Context: an optimization exercise on an open-source flow, tuned for small area and a short achievable clock period. The choices shown serve that exercise and are no tape-out recipe.
In this exercise RTL edits were held to simulation tests only and were not proved equivalent to the original.

==> flow/design.v, too long to show whole: its modules and the start of the top module <==
// module fir_gen: 2399 lines
// module fir_fa: 4 lines
// module fir_cpa: 214 lines
// module fir_xor2: 3 lines
// module fir_and2: 3 lines
// module fir_ha: 4 lines
module fir_gen (
  input clk, input reset, input Load_x,
  input signed [8:0] x_in, input signed [8:0] c_in,
  output signed [10:0] y_out);
  // ...
==> flow/run.sh <==
#!/bin/bash
# synth_recipe.tcl (not shown) runs the flow's synth.tcl, then flattens the netlist and writes it again
# the make line also repeats each setting of config.mk as NAME=value (left out here)
make -C /OpenROAD-flow-scripts/flow DESIGN_CONFIG=/design/flow/config.mk WORK_HOME=/design/flow/orfs CLKGATE_MAP_FILE= SYNTH_SCRIPT=/design/flow/synth_recipe.tcl finish
==> flow/config.mk <==
export PLATFORM = sky130hd
export DESIGN_NAME = fir_gen
export DESIGN_NICKNAME = fir_gen
export VERILOG_FILES = /design/flow/design.v
export SDC_FILE = /design/flow/constraint.sdc
export NUM_CORES = 4
export LEC_CHECK = 0
export CAP_MARGIN = 20
export CORE_MARGIN = 2
export CORE_UTILIZATION = 68
export SETUP_SLACK_MARGIN = 3.3
export SLEW_MARGIN = 20
export SYNTH_HIERARCHICAL = 1
export SYNTH_MINIMUM_KEEP_SIZE = 0
export TNS_END_PERCENT = 5
==> flow/constraint.sdc <==
create_clock -name core_clock -period 6.0 [get_ports {clk}]
set_input_delay 1.2000 -clock core_clock [delete_from_list [all_inputs] [get_ports {clk}]]
set_output_delay 1.2000 -clock core_clock [all_outputs]
set_load 0.01 [all_outputs]
==> impl_metrics.toml, run 1 <==
[status]
status = "finished clean"

[floorplanning]
num_rows = 96
fp.dieW_um = 267
die_height_um = 267

[worst_setup_path]
end_kind = "register"
start_kind = "register"
reg2reg_slack_ns = 3.19
slowest_delay_ns = 0.52
path_buf_inv = 2

[grt]
grtUsageMet2 = 0.586
grt_max_degree = 154
grt_antenna_before_repair = 2

[synth]
synth_seq_cells = 764
synth_xor_area_frac = 0.109
synthSimpleGateAreaFrac = 0.0208
synthArstFlopShare = 0.295
muxShareOfSynthArea = 0.0408
syn-cell-area_sq_mm = 0.0469
ys_types = 58

[placed_design]
port_buffers = 31

[timing]
tightestPinTransition_ns = 0.986
fin_crit_ns = 2.81
rsz0062_at_grt = "yes"
hold_viol_final = 0
slew_violations = 0

[final_layout]
final_cell_mix = "fa_1 (531), dfxtp_1 (505), xnor2_1 (440)"
stdcell_count = 4722
final_common_cell = "fa_1"

[detailed_routing]
route.met3.wl_um = 12800
met1_length_um = 50100
drtPass1Iterations = 9

[clock_tree]
worstSkewPairLatency_ns = 0.64
hold_buffers = 0
cts_tree = "done"
cts_buffers = 83
==> run 2, diff against run 1 <==
--- a/flow/config.mk
+++ b/flow/config.mk
@@ -10,3 +10,3 @@
 export CORE_UTILIZATION = 68
-export SETUP_SLACK_MARGIN = 3.3
+export SETUP_SLACK_MARGIN = 3.45
 export SLEW_MARGIN = 20
==> run 2 against run 1 <==
Effect of this change:
- fmax fell by 1.3%
- register-to-register slack got worse by 0.04 ns
- still clean on timing, DRC and antenna
- non-clock buffer count rose by 93
- synthesized cell count did not move
- via count rose by 4.3%
==> impl_metrics.toml, run 2 <==
[synth]
netlist_top_cells_count = "fa_1 (551), dfxtp_1 (539), xnor2_1 (453)"
synth_compound_area_frac = 0.171
synth_nets = 4527
syn-cell-area_sq_mm = 0.0469
synth-edff-count = 0
synthCells = 3856
avgSynthCellArea_sq_um = 12.2
synth_top_family_by_area = "adder cells"
ys_warn_count = 11
ys_types = 58
synth_top_area_share = 0.235
synth_flop_cell = "dfxtp_1"
seq_area_frac_synth = 0.350
synth_xor_area_frac = 0.109
synthSimpleGateAreaFrac = 0.0208
yosysMostFrequentCell = "fa_1"
yosys.area.top_type = "fa_1"
synth.area.top_cells = "fa_1 (23%), dfxtp_1 (23%), dfrtp_1 (12%), xnor2_1 (8.5%), a221oi_2 (4.4%)"
muxShareOfSynthArea = 0.0408
synth_seq_cells = 764
synthArstFlopShare = 0.295
synth_adder_area_share = 0.261

[worst_setup_path]
end_kind = "register"
path_buf_inv = 1
slowest_delay_ns = 0.87
cpMostUsedCell = "fa_1"
crit_required_ns = 6.52
crit_chain = "xor2_1 -> inv_1 -> fa_1 -> fa_1 -> ha_1"
critPathTopFamily = "adder cells"
critPathKind = "reg2reg"
cp_max_fo = 14
critPathSlowestCell = "dfrtp_1"
cp.arrival_ns = 3.38
start_kind = "register"

[detailed_routing]
drtPass1Iterations = 10
avgViaCountPerCell = 7.05
vias = 34000
wl_um = 145000
wl_per_cell_um = 30.0
antenna_left = 0
drc = 0
drt_iter0_markers = 4194

[grt]
grt_pass1_vias = 34900
grt_pass1_wl_um = 212000
grtUsageMet2 = 0.614
use_met1 = 0.502
grt_antenna_before_repair = 5
grtUsageMet3 = 0.101
overflow = 0
track_usage = 0.395
busiest_layer = "met2"
grt_max_degree = 154

[timing]
relSlewSlack = 0.349
fin_skew_ns = 0.0252
hold_viol_final = 0
fin_crit_ns = 2.85
slew_violations = 0
finalCritPeriodShare = 0.475
rsz0062_at_grt = "yes"
hold_slack_ns = 0.425
tightestPinTransition_ns = 0.977
setup_slack_ns = 3.15
fmax_ghz = 0.351
setup_tns_ns = 0
setup_violations = 0

[final_layout]
largest_register_ffs = 180
final_common_cell = "fa_1"
nFillCells = 3916
final_cell_mix = "fa_1 (516), dfxtp_1 (497), xnor2_1 (429)"
syn_to_final_growth_pct = 15.9
regMostFlops = "cm"
drive_gt1_frac = 0.277
nets = 4533
final_cell_area_sq_mm = 0.0544
reg_top3 = "cm x180, cs x45"

[floorplanning]
die_area_sq_mm = 0.0712
coreArea_sq_mm = 0.0685
fp.dieW_um = 267
io_pins = 32
start_util = 0.686
num_rows = 96
die_height_um = 267

[placed_design]
gp_congestion = 0.887
dpl.hpwl_um = 80500
place_ws_ns = 1.63
port_buffers = 31
placed_area_sq_mm = 0.0472

[status]
status = "finished clean"

[clock_tree]
worstSkewPairLatency_ns = 0.65
cts_tree = "done"
htreeDepth = 3
cts_buffers = 83
hold_buffers = 0
clk_pin_slew_ns = 0.06
cts.sinks = 764
clockBufferDepth = 3
clock-root-buffer = "clkbuf_16"

[job]
cap_violations = 0

[hold_path]
hold_path.class = "reg2reg"
run 2: cell counts after synthesis:
Identical to the previous run, type by type.
run 2: per-stage QoR:
step | utilization | std cells
2_1_floorplan | - | 3856
3_3_place_gp | 0.689 | 4440
3_5_place_dp | 0.689 | 4440
4_1_cts | 0.770 | 4716
5_1_grt | 0.794 | 4814
6_report | 0.794 | 4816
run 2: per-layer routing:
layer / vias up / share of wire
li1: 13700 / -
met2: 2449 / 0.46
met4: 4 / 0.078
met3: 845 / 0.11
met1: 17000 / 0.36
met5: - / 0.00021
run 2: per-module statistics from Yosys, one instance, submodules excluded:
module,cell area [sq um],times used,flip-flops and latches,cells inside
fir_gen,34400,1,764,3143
fir_and2,6.26,18,0,1
fir_ha,12.5,70,0,1
fir_xor2,8.76,18,0,1
fir_fa,20.0,547,0,1
fir_cpa,443,1,0,60
run 2: kinds of logic (layout without fill, tap and decap cells):
logic type                 after synthesis  after routing
DFF                                    764            764
muxes                                  170            170
other                                    0              2
adders and majority gates              650            650
xor gates and xnor gates               582            582
AOI/OAI and AO/OA                      932            932
and+or+nand+nor                        224            224
buffers and inverters                  534            610
run 2: cell type report:
cell class                      count  area (sq um)  area share
Antenna cell                        2          5.00   0.0000920
Sequential cell                   764         16700       0.307
Clock inverter                     42           536     0.00984
Tap cell                          882          1100      0.0203
Clock buffer                      113          2360      0.0434
Multi-Input combinational cell   2558         29600       0.545
Inverter                          154           708      0.0130
Timing Repair inverter              2          17.5    0.000322
Timing Repair Buffer              299          3370      0.0619
run 2: worst paths after layout:
kind                                       startpoint               endpoint  slack (ns)  cells after the start
worst min register to register       a5_0[18]$_DFF_P_       a4_0[18]$_DFF_P_        0.42                      1
min in group asynchronous                       reset  cs[13][1]$_DFFE_PP0N_        1.05                      2
worst min-delay path                 a5_0[18]$_DFF_P_       a4_0[18]$_DFF_P_        0.42                      1
max in group asynchronous                       reset   cm[1][4]$_DFFE_PP0N_        3.52                      3
worst max-delay path            cs[10][0]$_DFFE_PP0N_      a10_0[12]$_DFF_P_        3.15                      5
worst max register to register  cs[10][0]$_DFFE_PP0N_      a10_0[12]$_DFF_P_        3.15                      5
run 2: worst reg2reg max path, cell delays in order (launching register included):
cell and delay, ns:
dfrtp_1 0.87, xor2_1 0.52, inv_1 0.12, fa_1 0.45, fa_1 0.49, ha_1 0.29
run 2: repair_timing:
item	CTS	global route
cloned	15	6
buffers inserted	106	92
pin swaps	46	52
gates resized for setup	407	183
endpoints found under the setup margin	426	505
==> run 3, diff against run 2 <==
--- a/flow/config.mk
+++ b/flow/config.mk
@@ -9,4 +9,4 @@
 export CORE_MARGIN = 2
-export CORE_UTILIZATION = 68
-export SETUP_SLACK_MARGIN = 3.45
+export CORE_UTILIZATION = 70
+export SETUP_SLACK_MARGIN = 3.1
 export SLEW_MARGIN = 20
@@ -14,2 +14 @@
 export SYNTH_MINIMUM_KEEP_SIZE = 0
-export TNS_END_PERCENT = 5
==> run 3 against run 2 <==
Effect of this change:
- utilization decreased by 1.5 points
- highest routed layer is now met4
- clock skew increased by 0.013 ns
- die area decreased by 2.8%
- clock-buffer cell count increased by 8
- synthesized area unchanged
==> impl_metrics.toml, run 3 <==
[status]
status = "finished clean"

[grt]
grt_pass1_wl_um = 200000
overflow = 0
grtUsageMet3 = 0.0755
grt_antenna_before_repair = 0
use_met1 = 0.487
grtUsageMet2 = 0.601
grt_pass1_vias = 34000
grt_max_degree = 165
busiest_layer = "met2"
track_usage = 0.373

[final_layout]
final_cell_area_sq_mm = 0.0515
final_cell_mix = "fa_1 (532), dfxtp_1 (514), xnor2_1 (438)"
reg_top3 = "cm x180, cs x45"
nets = 4366
regMostFlops = "cm"
syn_to_final_growth_pct = 9.70
final_common_cell = "fa_1"
drive_gt1_frac = 0.196
largest_register_ffs = 180

[synth]
yosysMostFrequentCell = "fa_1"
netlist_top_cells_count = "fa_1 (551), dfxtp_1 (539), xnor2_1 (453)"
ys_warn_count = 11
avgSynthCellArea_sq_um = 12.2
synth_top_area_share = 0.235
yosys.area.top_type = "fa_1"
synth_seq_cells = 764
synth.area.top_cells = "fa_1 (23%), dfxtp_1 (23%), dfrtp_1 (12%), xnor2_1 (8.5%), a221oi_2 (4.4%)"
syn-cell-area_sq_mm = 0.0469
synth_nets = 4527
synthCells = 3856
ys_types = 58
synth-edff-count = 0
seq_area_frac_synth = 0.350
synth_flop_cell = "dfxtp_1"
synthArstFlopShare = 0.295

[placed_design]
port_buffers = 31
dpl.hpwl_um = 80200
placed_area_sq_mm = 0.0472
gp_congestion = 0.879

[worst_setup_path]
cp.arrival_ns = 3.53
crit_required_ns = 6.51
slowest_delay_ns = 0.51
end_kind = "register"
cp_max_fo = 16
crit_chain = "buf_6 -> o22ai_1 -> a221oi_4 -> xnor2_2 -> fa_2 -> fa_1 -> fa_1"
cpMostUsedCell = "fa_1"
critPathKind = "reg2reg"
start_kind = "register"
critPathSlowestCell = "fa_2"

[timing]
relSlewSlack = 0.287
rsz0062_at_grt = "yes"
fmax_ghz = 0.332
fin_skew_ns = 0.0379
tightestPinTransition_ns = 1.07
hold_viol_final = 0
fin_crit_ns = 3.01
slew_violations = 0
setup_tns_ns = 0
setup_violations = 0
finalCritPeriodShare = 0.502

[floorplanning]
start_util = 0.710
die_area_sq_mm = 0.0691
die_height_um = 263
coreArea_sq_mm = 0.0661
num_rows = 94
io_pins = 32
fp.dieW_um = 263

[detailed_routing]
wl_per_cell_um = 28.1
wl_um = 130000
vias = 32300
drc = 0
antenna_left = 0
drtPass1Iterations = 9
avgViaCountPerCell = 6.98
drt_iter0_markers = 3726

[clock_tree]
hold_buffers = 0
clock-root-buffer = "clkbuf_16"
clockBufferDepth = 3
cts_tree = "done"
cts_buffers = 81
clk_pin_slew_ns = 0.06
htreeDepth = 3
worstSkewPairLatency_ns = 0.65
cts.sinks = 764

[hold_path]
hold_path.class = "reg2reg"

[job]
cap_violations = 0
==> run 3: cell counts after synthesis <==
No cell type changed its count.
==> run 3: cell type report <==
cell class | count | area (sq um)
Inverter | 154 | 642
Sequential cell | 764 | 16500
Clock inverter | 27 | 218
Clock buffer | 121 | 2440
Fill cell | 4009 | 14600
Multi-Input combinational cell | 2558 | 29000
Timing Repair Buffer | 136 | 1580
Antenna cell | 2 | 5.00
Tap cell | 864 | 1080
==> run 3: cells by family (layout without fill, tap and decap cells) <==
kind of cell / count (synthesis) / in the layout / synth area share
xor+xnor: 582 / 582 / 0.109
other cells: 0 / 2 / 0
fa+ha+maj: 650 / 650 / 0.261
simple gates: 224 / 224 / 0.0208
buf+inv: 534 / 438 / 0.0474
flops: 764 / 764 / 0.350
compound gates: 932 / 932 / 0.171
mux: 170 / 170 / 0.0408
==> run 3: final timing paths <==
kind                                         end              start  slack (ns)  cells past startpoint
min in group asynchronous  cm[14][1]$_DFFE_PP0N_              reset        0.80                      2
setup reg to reg                 a8_0[7]$_DFF_P_     x3n[6]$_DFF_P_        2.99                      7
setup / recovery                 a8_0[7]$_DFF_P_     x3n[6]$_DFF_P_        2.99                      7
max in group asynchronous   cm[6][4]$_DFFE_PP0N_              reset        3.91                      3
hold / removal                 a12_0[18]$_DFF_P_  a13_1[18]$_DFF_P_        0.43                      1
hold reg to reg                a12_0[18]$_DFF_P_  a13_1[18]$_DFF_P_        0.43                      1
==> run 3: layer usage <==
layer,part of all wire,wire length [um]
met5,0,0
met4,0.057,7460
met3,0.095,12300
met2,0.47,61400
met1,0.37,48700
==> run 3: what timing repair did <==
| action | CTS | global route |
|---|---|---|
| gates cloned | 2 | 5 |
| pin swaps | 3 | 20 |
| resized for setup | 152 | 127 |
| setup endpoints to repair | 298 | 113 |
| setup buffers | 6 | 41 |
==> run 3: worst max-delay path: cells and delay by family, from the launching register on <==
kind,cells,cell delay (ns)
adder cells (fa/ha/maj),3,1.35
AO/OA/AOI/OAI,2,0.53
flip-flops,1,0.49
buffers and inverters,1,0.31
XOR/XNOR,1,0.21
==> run 3: Yosys stat by module, one instance, submodules excluded <==
module    cells  flip-flops and latches
fir_and2      1                       0
fir_cpa      60                       0
fir_fa        1                       0
fir_gen    3143                     764
fir_ha        1                       0
fir_xor2      1                       0
==> run 3: metrics by stage <==
| stage | hold slack, ns | cells | util | setup slack (ns) |
|---|---|---|---|---|
| global placement | 0.414 | 4422 | 0.714 | 1.76 |
| global route | 0.443 | 4624 | 0.779 | 2.95 |
| floorplan | 0.326 | 3856 | - | 1.86 |
| finish | 0.429 | 4626 | 0.779 | 2.99 |
| detailed placement | 0.421 | 4422 | 0.714 | 1.71 |
| CTS | 0.433 | 4578 | 0.763 | 3.05 |

[separate check: timing with driven ports]
In the flow no input, the clock included, has a driving cell. The finished layouts below were timed again as built, in two steps.
Step 1 sets driving cells, clkbuf_16 on the clock port and buf_2 on the other inputs (assumed; they add their load-dependent delay and slew).
Step 2 also shifts input and output timing later by t, the mid clock arrival at the registers, as if the neighbouring blocks saw the same clock.
a / b / c = no drivers / after step 1 / after step 2; a / b = the first two.
run	t (ns)	setup slack, ns	worst setup path at the end
run 1	0.697	3.185 / 3.185 / 2.562	input to register
run 2	0.703	3.147 / 3.147 / 2.565	input to register
run 3	0.692	2.989 / 2.989 / 2.405	input to register
After both steps every run listed still meets setup and hold. The setup slack of run 1, which loses most, moves by 0.000 ns with the drivers and by -0.623 ns with both steps.
